What follows belongs to an exercise in optimizing a design on an open flow for small area; a production flow would make more cautious choices.
In this exercise RTL edits were held to simulation tests only and were not proved equivalent to the original.
Power is estimated from default activity; no workload was simulated.

==> v18 <==
==> flow/design.v (excerpt) <==
module calc_func_top(
    input clk,
    input rst,
    input [15:0] sw,
    input btnC,
    input btnU,
    input btnD,
    input btnR,
    input btnL,
    output [3:0] an,
    output [6:0] seg,
    output dp,
    output [15:0] led
    );
    wire [7:0] a = sw[15:8];
    wire [7:0] b = sw[7:0];
    reg [3:0] dcnt;
    always @(posedge clk)
        if (rst) dcnt <= 4'd0;
        else     dcnt <= dcnt + 4'd1;
    wire sen  = (dcnt == 4'd7);      
    wire post = (dcnt == 4'd8);      
    localparam [4:0] S20 = 5'b11011, S21 = 5'b10110;
    reg [4:0] cc, cu, cd, cr, cl;
    always @(posedge clk)
        if (rst | sen) begin
            cc <= (btnC & ~rst) ? step(cc) : 5'd0;
            cu <= (btnU & ~rst) ? step(cu) : 5'd0;
            cd <= (btnD & ~rst) ? step(cd) : 5'd0;
            cr <= (btnR & ~rst) ? step(cr) : 5'd0;
            cl <= (btnL & ~rst) ? step(cl) : 5'd0;
        end
    function [4:0] step(input [4:0] c);
        step = (c == S21) ? S21 : {c[3:0], ~(c[4] ^ c[2])};
    endfunction
    wire lvl_c = (cc == S20) | (cc == S21);
    wire lvl_u = (cu == S20) | (cu == S21);
    wire lvl_d = (cd == S20) | (cd == S21);
    wire lvl_r = (cr == S20) | (cr == S21);
    wire lvl_l = (cl == S20) | (cl == S21);
    wire add_p  = post & (cu == S20);
    wire mult_p = post & (cr == S20);
    wire sub_p  = post & (cd == S20);
    wire div_p  = post & (cl == S20);
    wire sel_add  = lvl_c & lvl_u;
    wire sel_mult = lvl_c & lvl_r & ~lvl_u;
    wire sel_sub  = lvl_c & lvl_d & ~lvl_u & ~lvl_r;
    wire sel_div  = lvl_c & lvl_l & ~lvl_u & ~lvl_r & ~lvl_d;
    reg [2:0] state;
    always @(posedge clk)
        if (rst) state <= 3'd0;
        else     state <= {sel_div, sel_mult | sel_sub, sel_add | sel_sub};
    reg [1:0] addr;
    always @(posedge clk)
        if (rst)         addr <= 2'd0;
        else if (add_p)  addr <= 2'd0;
        else if (mult_p) addr <= 2'd1;
  ...
export LEC_CHECK = 0
export CAP_MARGIN = 20
export CORE_MARGIN = 2
export CORE_UTILIZATION = 40
export CTS_BUF_LIST = sky130_fd_sc_hd__clkbuf_4
export SLEW_MARGIN = 20
create_clock -name core_clock -period 35.0 [get_ports {clk}]
standard.sh (not shown) runs the stock make flow with config.mk's settings and CLKGATE_MAP_FILE= SYNTH_SCRIPT=/design/flow/synth_recipe.tcl, a recipe that flattens the netlist after the stock synthesis.
==> flow/flow/run.sh <==
#!/bin/bash
set -euo pipefail
bash standard.sh "BUFFER_PORTS_ARGS=-buffer_cell sky130_fd_sc_hd__buf_1" REMOVE_ABC_BUFFERS=1 \
  "CTS_ARGS=-sink_clustering_enable -repair_clock_nets -dont_use_dummy_load -sink_clustering_size 30 -sink_buffer_max_cap_derate 1.0 -buf_list sky130_fd_sc_hd__clkbuf_4" \
  finish > standard_flow.log 2>&1
==> v7 (differences from v18) <==
==> flow/run.sh (new file) <==
#!/bin/bash
# synth_recipe.tcl (not shown) runs the flow's synth.tcl, then flattens the netlist and writes it again
# the make line also repeats each setting of config.mk as NAME=value (left out here)
make -C /OpenROAD-flow-scripts/flow DESIGN_CONFIG=/design/flow/config.mk WORK_HOME=/design/flow/orfs CLKGATE_MAP_FILE= SYNTH_SCRIPT=/design/flow/synth_recipe.tcl finish
removed: flow/flow/run.sh
removed: flow/standard.sh
==> v15 (differences from v18) <==
==> flow/run.sh (new file) <==
#!/bin/bash
# synth_recipe.tcl (not shown) runs the flow's synth.tcl, then flattens the netlist and writes it again
# the make line also repeats each setting of config.mk as NAME=value (left out here)
make -C /OpenROAD-flow-scripts/flow DESIGN_CONFIG=/design/flow/config.mk WORK_HOME=/design/flow/orfs CLKGATE_MAP_FILE= SYNTH_SCRIPT=/design/flow/synth_recipe.tcl finish
--- a/flow/config.mk
+++ b/flow/config.mk
@@ -10,3 +10,4 @@
 export CORE_UTILIZATION = 40
-export CTS_BUF_LIST = sky130_fd_sc_hd__clkbuf_4
+export CTS_BUF_LIST = sky130_fd_sc_hd__clkbuf_8
+export CTS_CLUSTER_SIZE = 30
 export SLEW_MARGIN = 20
removed: flow/flow/run.sh
removed: flow/standard.sh
==> comparison table <==
item                                                                                v18              v7             v15
Outcome                                                                  finished clean  finished clean  finished clean
Post-route total power                                                         0.329 mW        0.359 mW        0.381 mW
Period Utilization, post-route                                                    57.5%           59.9%           60.1%
Critical path buffers and inverters                                                   4               2               2
Per-cell via count in the routed design                                            5.12            5.12            5.13
Number of nets at the end of the flow                                               955             952             952
Post-route cell area                                                         9160 sq um      9530 sq um      9620 sq um
Met3 GRT Util                                                                     2.79%           2.27%           2.64%
Metal-1 WL                                                                      8.51 mm         8.47 mm         8.43 mm
Crit Path Max Fanout                                                                 12              18              18
Highest Clock Rate                                                             49.6 MHz        47.7 MHz        47.5 MHz
Initial antenna violation count                                                       1               1               0
Weighted congestion reported at the end of routability-driven placement           0.860           0.868           0.868
Number of vias after detailed routing                                             5,596           5,643           5,657

* * *

==> inputs of 09-06 <==
Starting RTL as in the previous note.
Settings: LEC_CHECK=0, CAP_MARGIN=20, CORE_MARGIN=2, CORE_UTILIZATION=40, CTS_BUF_LIST=sky130_fd_sc_hd__clkbuf_4, SLEW_MARGIN=20; clock period 35.0 ns.
==> flow/flow/run.sh <==
#!/bin/bash
set -euo pipefail
bash standard.sh "BUFFER_PORTS_ARGS=-buffer_cell sky130_fd_sc_hd__buf_1" REMOVE_ABC_BUFFERS=1 \
  "CTS_ARGS=-sink_clustering_enable -repair_clock_nets -dont_use_dummy_load -sink_clustering_size 30 -sink_clustering_max_diameter 150 -buf_list sky130_fd_sc_hd__clkbuf_8 -root_buf sky130_fd_sc_hd__clkbuf_4" \
  finish > standard_flow.log 2>&1
==> 06-19: changes against 09-06 <==
==> flow/flow/run.sh (replaced) <==
#!/bin/bash
# Standard layout, with plain buf_1 cells as the port buffers and the
# synthesis buffers removed at floorplan (timing has ample slack).
set -euo pipefail
bash standard.sh "BUFFER_PORTS_ARGS=-buffer_cell sky130_fd_sc_hd__buf_1" REMOVE_ABC_BUFFERS=1 finish > standard_flow.log 2>&1
==> summary of the runs <==
In 06-19 the sequential share of layout area is lower than in 09-06, by 0.17 points.
Between 06-19 and 09-06, the lower utilization is in 09-06 (gap 0.20 points).
Clock power: 06-19 is higher than 09-06 (about 13%).
In 09-06 the design area is smaller than in 06-19, by 0.46%.
In sequential power, 06-19 and 09-06 hardly differ.
Synthesized cell count is the same in 09-06 and 06-19.

[port drivers added, routing unchanged]
No port has a modelled driver above. Below, the same layouts with a new extraction and two added sets of constraints.
Step 1: set_driving_cell puts a clkbuf_16 on clk and a buf_2 on each other input, an assumption about the parent block.
Step 2 adds t to the input delays and takes it off the output delays; t is the mean of the earliest and latest rising clock arrival at the registers after step 1. Input paths then give back, and output paths get back, about the clock's delay inside the block.
Three values: ideal ports, drivers, drivers and shift; two values: the first two.
| run | shift t [ns] | slack for setup (ns) | worst setup path after step 2 | latest minus earliest clock arrival (ns) | worst register clock-pin slew, ns |
|---|---|---|---|---|---|
| v18 | 0.518 | 14.858 / 14.869 / 14.351 | input to register | 0.039 / 0.039 | 0.10 / 0.10 |
| v7 | 0.534 | 14.037 / 14.049 / 13.515 | input to register | 0.018 / 0.019 | 0.11 / 0.11 |
| v15 | 0.452 | 13.961 / 13.973 / 13.521 | input to register | 0.010 / 0.009 | 0.07 / 0.07 |
| 09-06 | 0.579 | 14.893 / 14.904 / 14.325 | input to register | 0.026 / 0.027 | 0.07 / 0.07 |
| 06-19 | 0.530 | 14.843 / 14.853 / 14.324 | input to register | 0.017 / 0.017 | 0.10 / 0.10 |
After both steps every run listed still meets setup and hold. For 09-06, which loses most, drivers alone change the setup slack by +0.011 ns; drivers and shift together by -0.568 ns.
